Background: an optimization exercise with open tools, aiming at small area and a short achievable clock period. Do not read the settings as production practice.
Only simulation tests tie the RTL to the original design; equivalence was not proved.

Design gen_pack_TSE, start of the top module:
module gen_pack_TSE (
input clk_i,
input srst_i,
input [9:0]gen_address_AvMM_S_i,
input gen_write_AvMM_S_i,
input [31:0]gen_writedata_AvMM_S_i,
input gen_read_AvMM_S_i,
output [31:0]gen_readdata_AvMM_S_o,
output gen_readdatavalid_AvMM_S_o,
output gen_waitrequest_AvMM_S_o,
input [31:0]gen_readdata_AvMM_M_i,
input gen_waitrequest_AvMM_M_i,
output [7:0]gen_address_AvMM_M_o,
output gen_write_AvMM_M_o,
output [31:0]gen_writedata_AvMM_M_o,
output gen_read_AvMM_M_o,
input  gen_ready_i,
output [7:0]gen_data_o,
output gen_valid_o,
output gen_startofpacket_o,
output gen_endofpacket_o
);
localparam [31:0] VAL_NOT_FOUND         = 32'h404;
localparam [31:0] TSE_REG_VAL_RESET     = 32'h2008;
localparam [31:0] TSE_REG_VAL_RESET_COR = 32'h8;
localparam [31:0] TSE_REG_VAL_2_COMCONF = 32'h900001b;
localparam [13:0] GEN_VAL_PART_OF_SEC   = 14'h30d4;
localparam [2:0] IDLE         = 3'b000,
                 WORK_REG     = 3'b001,
                 WORK_RAM     = 3'b010,
                 TSE_RW       = 3'b011,
                 INIT_TSE_ST  = 3'b100,
                 INIT_TSE_RD  = 3'b101,
                 INIT_TSE_WR  = 3'b110,
                 INIT_TSE_CHK = 3'b111;
localparam [1:0] IDLE_ST = 2'b00,
                 SOP     = 2'b01,
  ...
Size: about 7300 cells after synthesis, about 2700 flip-flops.
export LEC_CHECK = 0
export CAP_MARGIN = 20
export CORE_MARGIN = 2
export CORE_UTILIZATION = 60
export CTS_BUF_LIST = sky130_fd_sc_hd__clkbuf_16
export CTS_CLUSTER_DIAMETER = 50
export CTS_CLUSTER_SIZE = 28
export PLACE_DENSITY = 0.7
export SETUP_SLACK_MARGIN = 5
export SLEW_MARGIN = 20
export TNS_END_PERCENT = 100
create_clock -name core_clock -period 8.0 [get_ports {clk_i}]
run.sh (not shown) runs the stock make flow with config.mk's settings and CLKGATE_MAP_FILE= SYNTH_SCRIPT=/design/flow/synth_recipe.tcl, a recipe that flattens the netlist after the stock synthesis.
Edit:
--- a/flow/design.v
+++ b/flow/design.v
@@ -516,27 +516,30 @@
     pow2_mask[k] = gt[1] & ~gt[k + 1];
 endfunction
 function automatic [10:0] low_bit(input [10:0] m);
   low_bit = m & ~(m << 1);
 endfunction
 wire [10:0] rr_left = rand_range - rand_range_1;
 wire        rr_go   = (rand_range != 11'h0);
 wire        rr1_set = rr_go && !flag_range_1_ready;
 wire [10:0] m1_new  = pow2_mask(rand_range, 1'b1);
 wire [10:0] rand_range_1_n = rr1_set ? low_bit(m1_new) : rand_range_1;
 wire wr_rvs = wr_reg & (a_s[1:0] == 2'd3);
-wire [10:0] base_w = gen_writedata_AvMM_S_i[10:0] + rand_range_1;
-wire [10:0] base_k = rand_val_speed[10:0] + rand_range_1;
-logic [10:0] base_2;
-always_ff @(posedge clk_i)
-  base_2 <= ({11{wr_rvs}} & base_w) | ({11{~wr_rvs}} & base_k);
+logic [10:0] base_k, base_w;
+logic        base_sel;
+always_ff @(posedge clk_i) begin
+  base_k   <= rand_val_speed[10:0] + rand_range_1;
+  base_w   <= gen_writedata_AvMM_S_i[10:0] + rand_range_1;
+  base_sel <= wr_rvs & ~srst_i;
+end
+wire [10:0] base_2 = base_sel ? base_w : base_k;
 always_ff @(posedge clk_i) begin
   if (srst_i) begin
     flag_range_1_ready <= 1'b0;
     flag_range_2_ready <= 1'b0;
     flag_range_3_ready <= 1'b0;
     rand_range_1       <= 11'h0;
     rand_range_2       <= 11'h0;
     rand_range_3       <= 11'h0;
     m1                 <= 11'h0;
     m2                 <= 11'h0;
     rand_range         <= 11'h0;
Outcome: Setup slack improves by 0.020 ns. Area after synthesis rose slightly. Maximum frequency is higher slightly. Design area rose slightly. Cell count barely changes. Register-to-register slack improves by 0.02 ns.

---

Starting RTL as in the previous note.
export LEC_CHECK = 0
export CAP_MARGIN = 20
export CORE_MARGIN = 2
export CORE_UTILIZATION = 62
export CTS_BUF_LIST = sky130_fd_sc_hd__clkbuf_16
export CTS_CLUSTER_DIAMETER = 50
export CTS_CLUSTER_SIZE = 28
export PLACE_DENSITY = 0.75
export SETUP_SLACK_MARGIN = 5
export SLEW_MARGIN = 20
export TNS_END_PERCENT = 100
create_clock -name core_clock -period 8.0 [get_ports {clk_i}]
The baseline ran to the end with no violations.
Change:
--- a/flow/design.v
+++ b/flow/design.v
@@ -497,45 +497,47 @@
         rand_range_3_count <= 10'h0;
         value_rnd_1        <= 11'h0;
         value_rnd_2        <= 10'h0;
         value_rnd_3        <= 10'h0;
       end
       if (rand_range_1 != 11'h0) value_rnd_1 <= value_rnd_1 & ~m1;
       if (rand_range_2 != 11'h0) value_rnd_2 <= value_rnd_2 & ~m2[9:0];
     end
   end
 end
-function automatic [10:0] pow2_mask(input [10:0] r, input bit top1024);
-  logic [11:0] gt;
+function automatic [10:0] pow2_below(input [10:0] r, input bit top1024);
+  logic [10:0] gt;
   integer k;
-  gt = 12'h0;
   for (k = 1; k <= 10; k = k + 1)
     gt[k] = (|(r >> (k + 1))) | (r[k] & (|(r & ((11'h1 << k) - 11'h1))));
+  gt[0] = 1'b0;
   if (!top1024) gt[10] = 1'b0;
-  pow2_mask[0] = 1'b0;
+  pow2_below = 11'h0;
   for (k = 1; k <= 10; k = k + 1)
-    pow2_mask[k] = gt[1] & ~gt[k + 1];
-endfunction
-function automatic [10:0] low_bit(input [10:0] m);
-  low_bit = m & ~(m << 1);
+    if (gt[k]) pow2_below = 11'h1 << k;
 endfunction
 wire [10:0] rr_left = rand_range - rand_range_1;
 wire        rr_go   = (rand_range != 11'h0);
-wire        rr1_set = rr_go && !flag_range_1_ready;
-wire [10:0] m1_new  = pow2_mask(rand_range, 1'b1);
-wire [10:0] rand_range_1_n = rr1_set ? low_bit(m1_new) : rand_range_1;
+function automatic [10:0] or_up(input [10:0] v);
+  integer k;
+  for (k = 0; k < 11; k = k + 1) or_up[k] = |(v & ((11'h2 << k) - 11'h1));
+endfunction
+wire [10:0] rand_range_1_n = (rr_go && !flag_range_1_ready) ? pow2_below(rand_range, 1'b1) : rand_range_1;
 wire wr_rvs = wr_reg & (a_s[1:0] == 2'd3);
-wire [10:0] base_w = gen_writedata_AvMM_S_i[10:0] + rand_range_1;
-wire [10:0] base_k = rand_val_speed[10:0] + rand_range_1;
-logic [10:0] base_2;
-always_ff @(posedge clk_i)
-  base_2 <= ({11{wr_rvs}} & base_w) | ({11{~wr_rvs}} & base_k);
+logic [10:0] base_k, base_w;
+logic        base_sel;
+always_ff @(posedge clk_i) begin
+  base_k   <= rand_val_speed[10:0] + rand_range_1;
+  base_w   <= gen_writedata_AvMM_S_i[10:0] + rand_range_1;
+  base_sel <= wr_rvs & ~srst_i;
+end
+wire [10:0] base_2 = base_sel ? base_w : base_k;
 always_ff @(posedge clk_i) begin
   if (srst_i) begin
     flag_range_1_ready <= 1'b0;
     flag_range_2_ready <= 1'b0;
     flag_range_3_ready <= 1'b0;
     rand_range_1       <= 11'h0;
     rand_range_2       <= 11'h0;
     rand_range_3       <= 11'h0;
     m1                 <= 11'h0;
     m2                 <= 11'h0;
@@ -544,27 +546,27 @@
   else begin
     if (control[0] && control[1])
       rand_range <= rand_val_speed[21:11] - rand_val_speed[10:0] + 11'h1;
     else begin
       flag_range_1_ready <= 1'b0;
       flag_range_2_ready <= 1'b0;
       flag_range_3_ready <= 1'b0;
       rand_range         <= 11'h0;
     end
     rand_range_1 <= rand_range_1_n;
-    if (rr1_set) m1 <= m1_new;
+    m1           <= or_up(rand_range_1_n);
     if (rr_go) begin
       if (!flag_range_1_ready)
         flag_range_1_ready <= 1'b1;
       else if (!flag_range_2_ready) begin
-        rand_range_2       <= low_bit(pow2_mask(rr_left, 1'b0));
-        m2                 <= pow2_mask(rr_left, 1'b0);
+        rand_range_2       <= pow2_below(rr_left, 1'b0);
+        m2                 <= or_up(pow2_below(rr_left, 1'b0));
         flag_range_2_ready <= 1'b1;
       end
       else if (!flag_range_3_ready) begin
         rand_range_3       <= rr_left - rand_range_2;
         flag_range_3_ready <= 1'b1;
       end
     end
   end
 end
 assign gen_readdata_AvMM_S_o      = rdata_s;
Result: Wire length grows slightly. Final area grows slightly. Utilization grows by 0.32 points. Hold slack is worse by 0.012 ns. Via count grows slightly. Fmax shrinks by a few percent. Clock skew shrinks by 0.019 ns.

[afterwards: timing with drivers on the ports]
In the flow no input, the clock included, has a driving cell. The finished layouts below were timed again as built, in two steps. Step 1: set_driving_cell puts a clkbuf_16 on clk_i and a buf_2 on each other input, an assumption about the parent block. Step 2, shift: input delay + t, output delay - t, t = (earliest + latest rising clock arrival at the registers) / 2. This alone moves slack from input paths to output paths. Slacks: no drivers / after step 1 / after step 2; pairs: no drivers / after step 1.
run	t (ns)	slack for setup (ns)	latest minus earliest clock arrival (ns)	worst data-port slew with drivers (ns)
the first run of note 1	0.967	4.740 / 4.664 / 3.805	0.069 / 0.068	0.10
the second run of note 1	0.980	4.760 / 4.735 / 3.999	0.072 / 0.073	0.14
the first run of note 2	0.970	4.695 / 4.695 / 3.743	0.078 / 0.078	0.12
the second run of note 2	0.969	4.621 / 4.621 / 4.110	0.082 / 0.082	0.10
After both steps every run listed still meets setup and hold. The setup slack of the first run of note 2, which loses most, moves by 0.000 ns with the drivers and by -0.952 ns with both steps.
